Context: an optimization exercise on an open-source flow, tuned for small area. The choices shown serve that exercise and are no tape-out recipe. In this exercise RTL edits were held to simulation tests only and were not proved equivalent to the original. Power and IR drop assume default switching activity.

--- flow/design.v ---
module combine(led1, led2, led3, led4, l_red, l_blue, sw0, sw1, btn, clk, rst);
    input sw0, sw1;
    input [3:0] btn;
    input clk;
    input rst;
    output [6:0] led1, led2;
    output [6:0] led3, led4;
    output l_red, l_blue;
    reg [3:0] s0, p;
    always @(posedge clk) begin
        if (rst) begin
            s0 <= 4'd0;
            p <= 4'd0;
        end else begin
            s0 <= btn;
            p <= btn & ~s0;
        end
    end
    wire any = |p;
    wire one0 = p == 4'b0001;
    wire one1 = p == 4'b0010;
    wire one2 = p == 4'b0100;
    wire one3 = p == 4'b1000;
    reg [9:0] div;
    always @(posedge clk) begin
        if (rst || div == 10'd999) div <= 10'd0;
        else div <= div + 10'd1;
    end
    wire tick = div == 10'd1;
    wire tick_ok = tick & ~any;
    reg [5:0] sec;
    wire sec_wrap = sec == 6'd59;
    always @(posedge clk) begin
        if (rst) sec <= 6'd0;
        else if (tick_ok) sec <= sec_wrap ? 6'd0 : sec + 6'd1;
    end
    reg [1:0] t_ht, a_ht;
    reg [3:0] t_hu, a_hu;
    reg [2:0] t_mt, a_mt;
    reg [3:0] t_mu, a_mu;
    reg pend_m, pend_h, pend_a;    
    function [12:0] step;
        input [1:0] ht; input [3:0] hu; input [2:0] mt; input [3:0] mu;
        input im, ih;
        reg [1:0] nht; reg [3:0] nhu; reg [2:0] nmt; reg [3:0] nmu;
        reg mwrap, hinc;
        begin
            nht = ht; nhu = hu; nmt = mt; nmu = mu;
            mwrap = (mt == 3'd5) && (mu == 4'd9);
            if (im) begin
                if (mu == 4'd9) begin
                    nmu = 4'd0;
                    nmt = (mt == 3'd5) ? 3'd0 : mt + 3'd1;
                end else nmu = mu + 4'd1;
            end
            hinc = ih | (im & mwrap);
            if (hinc) begin
                if (ht == 2'd2 && hu == 4'd3) begin
                    nht = 2'd0; nhu = 4'd0;
                end else if (hu == 4'd9) begin
                    nhu = 4'd0; nht = ht + 2'd1;
                end else nhu = hu + 4'd1;
            end
            step = {nht, nhu, nmt, nmu};
        end
    endfunction
    wire [12:0] t_cur = step(t_ht, t_hu, t_mt, t_mu, pend_m & ~pend_a, pend_h & ~pend_a);
    wire [12:0] a_cur = step(a_ht, a_hu, a_mt, a_mu, pend_m & pend_a, pend_h & pend_a);
    always @(posedge clk) begin
        if (rst) begin
            {t_ht, t_hu, t_mt, t_mu} <= 13'd0;
            {a_ht, a_hu, a_mt, a_mu} <= 13'd0;
            pend_m <= 1'b0;
            pend_h <= 1'b0;
            pend_a <= 1'b0;
        end else begin
            {t_ht, t_hu, t_mt, t_mu} <= t_cur;
            {a_ht, a_hu, a_mt, a_mu} <= a_cur;
            pend_m <= (one0 & sw1) | (tick_ok & sec_wrap) | one2;
            pend_h <= (one1 & sw1) | one3;
            pend_a <= one2 | one3;
        end
    end
    reg sw0_d;
    always @(posedge clk) begin
        if (rst) sw0_d <= 1'b0;
        else sw0_d <= sw0;
    end
    wire al_late = sw0_d & ({t_ht, t_hu, t_mt, t_mu} == {a_ht, a_hu, a_mt, a_mu});
    reg mo_t;           
    reg [3:0] mo_u;     
    reg [1:0] d_t;      
    reg [3:0] d_u;      
    wire mo12 = mo_t & (mo_u == 4'd2);
    wire m31 = ~mo_t ? (mo_u == 4'd1 || mo_u == 4'd3 || mo_u == 4'd5 || mo_u == 4'd7 || mo_u == 4'd8)
                     : (mo_u == 4'd0 || mo_u == 4'd2);
    wire m28 = ~mo_t & (mo_u == 4'd2);
    wire day_end = m31 ? (d_t == 2'd3 && d_u != 4'd0)
                 : m28 ? (d_t == 2'd3 || (d_t == 2'd2 && d_u >= 4'd8))
                 : (d_t == 2'd3);
    wire day_step = one0 & ~sw1;
    wire mon_step = (one1 & ~sw1) | (day_step & day_end);
    always @(posedge clk) begin
        if (rst) begin
            mo_t <= 1'b0; mo_u <= 4'd1;
            d_t <= 2'd0; d_u <= 4'd1;
        end else begin
            if (mon_step) begin
                if (mo12) begin
                    mo_t <= 1'b0; mo_u <= 4'd1;
                end else if (mo_u == 4'd9) begin
                    mo_t <= 1'b1; mo_u <= 4'd0;
                end else mo_u <= mo_u + 4'd1;
            end
            if (day_step) begin
                if (day_end) begin
                    d_t <= 2'd0; d_u <= 4'd1;
                end else if (d_u == 4'd9) begin
                    d_t <= d_t + 2'd1; d_u <= 4'd0;
                end else d_u <= d_u + 4'd1;
            end
        end
    end
    reg [9:0] c;
    reg red, blue;
    wire c_lt500 = c < 10'd500;
    wire step_now = al_late;    
    always @(posedge clk) begin
        if (rst) begin
            c <= 10'd0; red <= 1'b0; blue <= 1'b0;
        end else begin
            if (step_now) begin
                c <= (c == 10'd999) ? 10'd0 : c + 10'd1;
                red <= c_lt500;
                blue <= ~red;
            end
        end
    end
    assign l_red = step_now ? c_lt500 : red;
    assign l_blue = step_now ? ~red : blue;
    function [6:0] seg;
        input [3:0] d;
        case (d)
            4'd0: seg = 7'b0000001;
            4'd1: seg = 7'b1001111;
            4'd2: seg = 7'b0010010;
            4'd3: seg = 7'b0000110;
            4'd4: seg = 7'b1001100;
            4'd5: seg = 7'b0100100;
            4'd6: seg = 7'b0100000;
            4'd7: seg = 7'b0001111;
            4'd8: seg = 7'b0000000;
            4'd9: seg = 7'b0000100;
            default: seg = 7'b0000000;
        endcase
    endfunction
    wire [1:0] d_ht = pend_a ? a_ht : t_ht;
    wire [3:0] d_hu = pend_a ? a_hu : t_hu;
    wire [2:0] d_mt = pend_a ? a_mt : t_mt;
    wire [3:0] d_mu = pend_a ? a_mu : t_mu;
    assign led1 = seg(sw1 ? {2'b00, d_ht} : {3'b000, mo_t});
    assign led2 = seg(sw1 ? d_hu : mo_u);
    assign led3 = seg(sw1 ? {1'b0, d_mt} : {2'b00, d_t});
    assign led4 = seg(sw1 ? d_mu : d_u);
endmodule
--- flow/run.sh ---
#!/bin/bash
# synth_recipe.tcl (not shown) runs the flow's synth.tcl, then flattens the netlist and writes it again
# the make line also repeats each setting of config.mk as NAME=value (left out here)
make -C /OpenROAD-flow-scripts/flow DESIGN_CONFIG=/design/flow/config.mk WORK_HOME=/design/flow/orfs CLKGATE_MAP_FILE= SYNTH_SCRIPT=/design/flow/synth_recipe.tcl finish
--- flow/config.mk ---
export PLATFORM = sky130hd
export DESIGN_NAME = combine
export DESIGN_NICKNAME = combine
export VERILOG_FILES = /design/flow/design.v
export SDC_FILE = /design/flow/constraint.sdc
export NUM_CORES = 4
export LEC_CHECK = 0
export CAP_MARGIN = 20
export CORE_MARGIN = 2
export CORE_UTILIZATION = 40
export SLEW_MARGIN = 20
--- flow/constraint.sdc ---
create_clock -name core_clock -period 10.0 [get_ports {clk}]
set_input_delay 2.0000 -clock core_clock [delete_from_list [all_inputs] [get_ports {clk}]]
set_output_delay 2.0000 -clock core_clock [all_outputs]
set_load 0.01 [all_outputs]
==> results_dict.tcl <==
set metrics [dict create \
    crit_path_end_kind "primary output" \
    ys.flop_type "dfxtp_1" \
    power.internal_uw 471 \
    viasPerCell 5.25 \
    antenna_found_initial 0 \
    hold_ws_ns 0.382 \
    synth_edf_count 0 \
    crit_required_ns 8.00 \
    fp.dieH_um 110 \
    worstHoldPathType "flop to flop" \
    ys_seq_elements 77 \
    p_sw_share_pct 24.4 \
    grt.total_usage_pct 16.0 \
    worst-path-buf-inv 3 \
    arrival_ns 4.83 \
    max-cap-violations 0 \
    num-fill-cells 1086 \
    finalCriticalPeriod_ns 6.83 \
    ant_nets 0 \
    drv_slew 0 \
    via_count 3755 \
    cpLargestDelayFamily "buffers and inverters" \
    num_rows 38 \
    drive_gt1_share_pct 4.35 \
    finalSetupTns_ns 0 \
    synth_warnings 1 \
    grt_pass1_wl_um 15300 \
    cts.sinks 77 \
    fin_nets 598 \
    critPathSlowestCell "clkdlybuf4s50_1" \
    coreArea_um2 10900 \
    die_w_um 110 \
    syn_nets 581 \
    ff2ff_setup_slack_ns 7.21 \
    grt_overflow_total 0 \
    p_leak_nw 1.86 \
    wirelength_um 9050 \
    die_area_um2 12100 \
    grt_setup_unrepaired "no" \
    worstMarginPinSlew_ns 0.893 \
    avgRoutedWirePerCell_um 12.7 \
    crit_path_max_fanout 21 \
    max_stage_delay_ns 0.90 \
    cts-resized-gates 0 \
    min_from "s0[0]" \
    switchingPower_uw 152 \
    yosys.area.top_type "dfxtp_1" \
    cts_setup_buffers 0 \
    p_seq_share_pct 51.5 \
    portBuffers 36 \
    path_class "input port to primary output" \
    finalWorstSetupSlack_ns 3.17 \
    max-vdd-ir-drop_uv 78.9 \
    timing.fmax_mhz 146 \
    skew_ns 0.0132 \
    clock_path_buffers 2 \
    outcome "complete, no violations" \
    mostFrequentLayoutCell "dfxtp_1" \
    final.period_utilization_pct 68.3 \
    grt_max_degree 68 \
    gp_congestion 0.814 \
    crit_start "sw1" \
    cts_tree "done" \
    antennaDiodeCount 0 \
    path_clk_slew_ns 0.08 \
    cp_common_cell "clkdlybuf4s50_1" \
    synth-seq-area-share_pct 34.3 \
    ios 38 \
    synthCells 553 \
    final_cell_mix "dfxtp_1, nor2_1, a21oi_1" \
    reg2reg_from "pend_a" \
    root_buffer "clkbuf_8" \
    pwr-share-comb_pct 9.6 \
    first_global_vias 3406 \
    initial_core_util_pct 41.2 \
    htree_levels 3 \
    yosysUniqueCellTypes 56 \
    numCtsBuffers 9 \
    yosys.area.top_type_share_pct 34.3 \
    slew_headroom_pct 40.4 \
    hpwl_um 6520 \
    clkLatencyLatePin_ns 0.36 \
    drt_pass1_iterations 4 \
    post-route-drc-count 0 \
    avgSynthCellArea_um2 8.12 \
    cts_hold_buf 0 \
    power_frac_clock_pct 38.9 \
    largestRegisters "c (10), div (10), sec (6)" \
    async_flop_share_pct 0 \
    hold_viol_final 0 \
    yosys-top-cells-area "dfxtp_1, nor2_1, ha_1" \
    critPathLaunchType "input port" \
    finalSetupViolCount 0 \
    area_growth_pct 12.9 \
    syn_area_um2 4490 \
    drt_iter0_drc 188 \
    worstPathCellList "clkdlybuf4s50_1 -> inv_1 -> a21oi_1 -> nor2_1 -> a211oi_1 -> clkdlybuf4s50_1" \
    pwr_density_cell_nw_per_um2 123 \
    place_ws_ns 3.21 \
]
[power by group through the flow]
| stage | registers, mW | clock network (mW) | logic, mW |
|---|---|---|---|
| 3_5_place_dp | 0.328 | 0 | 0.0605 |
| 6_report | 0.321 | 0.243 | 0.0598 |
| 5_1_grt | 0.322 | 0.264 | 0.0672 |
| 3_3_place_gp | 0.328 | 0 | 0.0591 |
| 4_1_cts | 0.321 | 0.252 | 0.0607 |
| 2_1_floorplan | 0.324 | 0 | 0.0412 |
[worst register-to-register path: cells and delay by family, from the launching register on]
kind	cells	cell delay, ns
compound gates	3	1.13
flops	1	0.91
simple gates	3	0.63
[through the flow]
step                      cell area [um2]  utilization [%]  std cells  power, mW
after floorplan                      4490                -        553      0.365
after global placement               4870             44.7        699      0.387
after detailed placement             4870             44.7        699      0.389
after CTS                            5070             46.6        715      0.634
after global routing                 5070             46.6        715      0.653
final                                5070             46.6        715      0.623
[final timing paths]
path / to / cells after the start
setup / recovery: led2[1] / 6
hold / removal: p[0] / 1
setup reg to reg: a_ht[1] / 6
hold reg to reg: p[0] / 1
[cell usage after synthesis (all sizes together), types with 5 or more instances]
library cell / count
clkbuf: 14
a211oi: 6
mux2i: 18
nor4: 7
xor2: 13
a21oi: 42
nor2: 73
and2: 5
buf: 17
ha: 20
and3: 5
nand2b: 12
nor3b: 9
a31oi: 6
or3: 7
nand4: 10
xnor2: 28
nand3: 20
dfxtp: 77
nor2b: 23
nand2: 35
inv: 23
nor3: 20
o21ai: 23
[layout make-up]
class | instances | area [um2] | share of cell area, %
Timing Repair Buffer | 37 | 363 | 7.16
Tap cell | 140 | 175 | 3.46
Multi-Input combinational cell | 422 | 2700 | 53.3
Inverter | 23 | 86.3 | 1.70
Clock inverter | 3 | 43.8 | 0.864
Sequential cell | 77 | 1540 | 30.4
Clock buffer | 13 | 159 | 3.14
[routing by layer]
metal,vias up,part of all wire [%],GRT usage (%)
met2,64,48,27.6
met1,1722,47,19.2
met4,0,1.5,4.79
met5,-,0,0
li1,1957,-,-
met3,12,4.1,4.80
[logic make-up after synthesis]
logic type,synth area share [%]
flip-flops,34.3
AND/OR/NAND/NOR,27.6
XOR/XNOR,8.00
buffers and inverters,5.49
multiplexers,4.77
AO/OA/AOI/OAI,14.2
adder cells (fa/ha/maj),5.58
other,0.0836

port drivers added, routing unchanged:
No port has a modelled driver above. Below, the same layout with a new extraction and two added sets of constraints.
Step 1, drivers: a clkbuf_16 drives clk and a buf_2 each remaining input, both assumed.
Step 2 adds t to the input delays and takes it off the output delays; t is the mean of the earliest and latest rising clock arrival at the registers after step 1. Input paths then give back, and output paths get back, about the clock's delay inside the block.
Three values: ideal ports, drivers, drivers and shift; two values: the first two.
t, ns: 0.381
setup slack, ns: 3.172 / 3.148 / 3.148
hold WS [ns]: 0.382 / 0.382 / 0.382
worst setup path at the end: input to output
worst register clock-pin slew, ns: 0.08 / 0.08
After both steps this run still meets setup and hold. The setup slack of this run moves by -0.024 ns with the drivers and by -0.024 ns with both steps.
